This is an optimization exercise on Yosys and OpenROAD, whose aim is small area, a short achievable clock period and few clock cycles, not a production implementation.
Function was checked by simulation only, so behaviour that the tests miss may differ from the original.

Design qr_mgs_core, start of the top module:
module qr_mgs_core #
(
    parameter NUM_MAC    = 4,
    parameter DW         = 24,
    parameter DOT_W      = 56,
    parameter COL_W      = 8,
    parameter I_W        = 4,
    parameter M_W        = 6,
    parameter ROW_N      = 4,
    parameter ADDR_W_PHI = 12,
    parameter ADDR_W_Q   = 12,
    parameter ADDR_W_R   = 12,
    parameter FW_DATA    = 13,
    parameter FW_ISR     = 22
)
(
    input  wire                    clk,
    input  wire                    rst_n,
    input  wire                    start_core,
    input  wire [COL_W-1:0]        lambda_i,
    input  wire [I_W-1:0]          current_i,
    input  wire [M_W-1:0]          M_rows_in,
    output reg  [ADDR_W_PHI-1:0]   phi_addr,
    input  wire [(NUM_MAC*DW)-1:0] phi_data,
    output reg  [ADDR_W_R-1:0]     r_addr_a,
    output reg                     r_we_a,
    output reg  [DW-1:0]           r_din_a,
    output reg  [ADDR_W_Q-1:0]     q_addr_a,
    output reg                     q_we_a,
    output wire [(NUM_MAC*DW)-1:0] q_din_a,
    output reg  [ADDR_W_Q-1:0]     q_addr_b,
    input  wire [(NUM_MAC*DW)-1:0] q_dout_b,
    output reg  [M_W-1:0]          res_addr_a,
    output reg                     res_we_a,
    output wire [(NUM_MAC*DW)-1:0] res_din_a,
    output reg  [M_W-1:0]          res_addr_b,
    input  wire [(NUM_MAC*DW)-1:0] res_dout_b,
    output reg                     core_done
);
Size: about 590 I/O pins, ~0.13 mm^2 of cells after synthesis.
Settings: LEC_CHECK=0, CAP_MARGIN=20, CELL_PAD_IN_SITES_DETAIL_PLACEMENT=1, CORE_MARGIN=2, CORE_UTILIZATION=40, CTS_CLUSTER_DIAMETER=100, CTS_CLUSTER_SIZE=20, GPL_ROUTABILITY_DRIVEN=0, PLACE_DENSITY=0.6, SLEW_MARGIN=20, SYNTH_MEMORY_MAX_BITS=8192; clock period 25.0 ns.
standard.sh (not shown) runs the stock make flow with config.mk's settings and CLKGATE_MAP_FILE= SYNTH_SCRIPT=/design/flow/synth_recipe.tcl, a recipe that flattens the netlist after the stock synthesis.
==> flow/flow/run.sh <==
#!/bin/bash
# Standard layout with three changes: the port buffers are sky130_fd_sc_hd__buf_2 instead of the
# weakest buffer the resizer would pick; after placement the flip-flops that drive output ports
# get the 4x drive strength of their cell (flow/upsize.tcl); and clock tree synthesis places its
# buffers at most 300 um apart (CTS_BUF_DISTANCE), which gives a shallower tree.
# Each step's output goes to a log file of its own.
set -euo pipefail
export BUFFER_PORTS_ARGS="-buffer_cell sky130_fd_sc_hd__buf_2"
export CTS_BUF_DISTANCE=300
bash standard.sh synth > synth.log 2>&1
bash standard.sh place > place.log 2>&1
RESULTS=orfs/results/sky130hd/qr_mgs_core/base openroad -no_init -exit flow/upsize.tcl > upsize.log 2>&1
bash standard.sh > layout.log 2>&1
==> flow/flow/upsize.tcl <==
# Upsize the flip-flops that drive output ports (through their port buffers) to the 4x drive
# strength of the same cell, then legalize the placement again.
read_liberty $::env(FLOW_HOME)/platforms/sky130hd/lib/sky130_fd_sc_hd__tt_025C_1v80.lib
set res $::env(RESULTS)
read_db $res/3_place.odb
set block [ord::get_db_block]
set n 0
foreach bterm [$block getBTerms] {
  if {[$bterm getIoType] != "OUTPUT"} continue
  set net [$bterm getNet]
  if {$net == "NULL"} continue
  set buf ""
  foreach it [$net getITerms] { if {[$it isOutputSignal]} { set buf [$it getInst] } }
  if {$buf == ""} continue
  set in_net ""
  foreach it [$buf getITerms] { if {[$it isInputSignal] && [$it getNet] != "NULL"} { set in_net [$it getNet] } }
  if {$in_net == "" || [$in_net getSigType] != "SIGNAL"} continue
  foreach it [$in_net getITerms] {
    if {![$it isOutputSignal]} continue
    set drv [$it getInst]
    set m [[$drv getMaster] getName]
    if {[regexp {^(sky130_fd_sc_hd__(dfxtp|dfrtp))_[12]$} $m -> base]} {
      replace_cell [$drv getName] ${base}_4
      incr n
    }
  }
}
puts "upsized $n flip-flops that drive outputs"
detailed_placement
check_placement -verbose
write_db $res/3_place.odb
The baseline completed with no timing, DRC or antenna violations.
Testbench counts at the start, summed over its fixed seeds: cycles 98,802.
Change:
==> flow/flow/run.sh (replaced) <==
#!/bin/bash
# Standard layout with two changes: the port buffers are sky130_fd_sc_hd__buf_2 instead of the
# weakest buffer the resizer would pick, and after placement the flip-flops that drive output
# ports get the 4x drive strength of their cell. Each step's output goes to a log file of its own.
set -euo pipefail
export BUFFER_PORTS_ARGS="-buffer_cell sky130_fd_sc_hd__buf_2"
bash standard.sh synth > synth.log 2>&1
bash standard.sh place > place.log 2>&1
RESULTS=orfs/results/sky130hd/qr_mgs_core/base openroad -no_init -exit flow/upsize.tcl > upsize.log 2>&1
bash standard.sh > layout.log 2>&1
--- a/flow/config.mk
+++ b/flow/config.mk
@@ -14 +13,0 @@
-export GPL_ROUTABILITY_DRIVEN = 0
Effect: The new run completed without violations. Routed wire length grows by 2.1%. Cell count is about the same. Clock skew is about the same. Synthesized cell count is unchanged. Setup slack improves by 0.34 ns. Hold slack loses 0.020 ns. Core utilization stays flat. Register-to-register slack improved by 0.43 ns. Area after synthesis is unchanged.

---

== the reference run ==
qr_mgs_core again, from the RTL that the note above started with.
// qr_mgs_core
module qr_mgs_core #
(
    parameter NUM_MAC    = 4,
    parameter DW         = 24,
    parameter DOT_W      = 56,
    parameter COL_W      = 8,
    parameter I_W        = 4,
    parameter M_W        = 6,
    parameter ROW_N      = 4,
    parameter ADDR_W_PHI = 12,
    parameter ADDR_W_Q   = 12,
    parameter ADDR_W_R   = 12,
    parameter FW_DATA    = 13,
    parameter FW_ISR     = 22
)
(
    input  wire                    clk,
    input  wire                    rst_n,
    input  wire                    start_core,
    input  wire [COL_W-1:0]        lambda_i,
    input  wire [I_W-1:0]          current_i,
    input  wire [M_W-1:0]          M_rows_in,
    output reg  [ADDR_W_PHI-1:0]   phi_addr,
    input  wire [(NUM_MAC*DW)-1:0] phi_data,
    output reg  [ADDR_W_R-1:0]     r_addr_a,
    output reg                     r_we_a,
    output reg  [DW-1:0]           r_din_a,
    output reg  [ADDR_W_Q-1:0]     q_addr_a,
    output reg                     q_we_a,
    output wire [(NUM_MAC*DW)-1:0] q_din_a,
    output reg  [ADDR_W_Q-1:0]     q_addr_b,
    input  wire [(NUM_MAC*DW)-1:0] q_dout_b,
    output reg  [M_W-1:0]          res_addr_a,
    output reg                     res_we_a,
    output wire [(NUM_MAC*DW)-1:0] res_din_a,
    output reg  [M_W-1:0]          res_addr_b,
    input  wire [(NUM_MAC*DW)-1:0] res_dout_b,
    output reg                     core_done
);
    localparam P_LD0 = 3'd0,   
               P_LU  = 3'd1,   
               P_D   = 3'd2,   
               P_U   = 3'd3,   
               P_UQ  = 3'd4,   
               P_N1  = 3'd5,   
               P_N2  = 3'd6,   
               P_RR  = 3'd7;   
    localparam S_IDLE = 2'd0, S_PASS = 2'd1, S_GAP = 2'd2, S_WISR = 2'd3;
    reg [1:0] st;
    reg [2:0] ptype;
    reg [3:0] pcnt;           
    reg [3:0] jc;
    reg       gcnt;
    reg [3:0] cur_i;
    reg [5:0] mrow;
    reg [7:0] lam;
    wire isr_go;
    wire       start_now = (st == S_IDLE) && start_core;
    wire       issue     = (st == S_PASS) || start_now;
    wire [2:0] iss_type  = start_now ? ((current_i == 4'd0) ? P_LU : P_LD0) : ptype;
    wire [3:0] rr        = start_now ? 4'd0 : pcnt;
  ...
clock: 25.0 ns
lec_check: 0
cap_margin: 20
cell_pad_in_sites_detail_placement: 1
core_margin: 2
core_utilization: 40
cts_cluster_diameter: 100
cts_cluster_size: 20
place_density: 0.6
slew_margin: 20
synth_memory_max_bits: 8192
==> flow/flow/run.sh <==
#!/bin/bash
# Standard layout with three changes: the port buffers are sky130_fd_sc_hd__buf_2 instead of the
# weakest buffer the resizer would pick; after placement the flip-flops that drive output ports
# get the 4x drive strength of their cell (flow/upsize.tcl); and clock tree synthesis places its
# buffers at most 300 um apart (CTS_BUF_DISTANCE), which gives a shallower tree.
# Each step's output goes to a log file of its own.
set -euo pipefail
export BUFFER_PORTS_ARGS="-buffer_cell sky130_fd_sc_hd__buf_2"
export CTS_BUF_DISTANCE=300
bash standard.sh synth > synth.log 2>&1
bash standard.sh place > place.log 2>&1
RESULTS=orfs/results/sky130hd/qr_mgs_core/base openroad -no_init -exit flow/upsize.tcl > upsize.log 2>&1
bash standard.sh > layout.log 2>&1
Scripts as last shown in full above: flow/flow/upsize.tcl
The reference run reached the final stage; the timing, DRC and antenna checks on its layout passed.
Testbench counts of the reference run, summed over its fixed seeds: cycles 98,802.
The following lists how the trial run was set up differently from the reference run:
- CELL_PAD_IN_SITES_DETAIL_PLACEMENT removed (was 1)
Findings:
The trial run finished end to end and its layout was clean on timing, DRC and antenna.
The trial run contains fewer vias than the reference run.
The reference run → the trial run: endpoint arrival time on the critical path went up 5.47 ns; die footprint was more or less identical.
Taking the reference run as the reference, in the trial run global-route wire length before repair decreased by about 6% relative to the old numbers.
Compared with the reference run, in the trial run combined buffer and inverter count along the critical path increased 3, initial antenna violation count decreased about 2.5%, setup slack decreased 0.0069 ns.
On final design area excluding fillers, the reference run and the trial run are neck and neck.
Of the two values seen for cell with the largest stage delay on the worst path, sky130_fd_sc_hd__dfxtp_4 was produced by the reference run and sky130_fd_sc_hd__a2111oi_0 by the trial run.

==> re-timing with driven ports <==
The results above use ideal ports. As a check the final layouts listed here were re-extracted and re-timed, cells and wires unchanged.
Step 1: set_driving_cell puts a clkbuf_16 on clk and a buf_2 on each other input, an assumption about the parent block.
Step 2 also shifts input and output timing later by t, the mid clock arrival at the registers, as if the neighbouring blocks saw the same clock.
Three values: ideal ports, drivers, drivers and shift; two values: the first two.
run	t, ns	slack for setup (ns)	slew at the worst register clock pin (ns)	cell pins on the clock port's net
the first run of note 1	0.894	18.089 / 18.089 / 18.089	0.10 / 0.10	1
the second run of note 1	0.978	18.425 / 18.329 / 18.105	0.11 / 0.11	1
the reference run	0.897	18.518 / 18.421 / 18.125	0.11 / 0.11	1
the trial run	0.896	18.511 / 18.419 / 18.140	0.10 / 0.10	1
After both steps every run listed still meets setup and hold. For the reference run, which loses most, drivers alone change the setup slack by -0.097 ns; drivers and shift together by -0.393 ns.
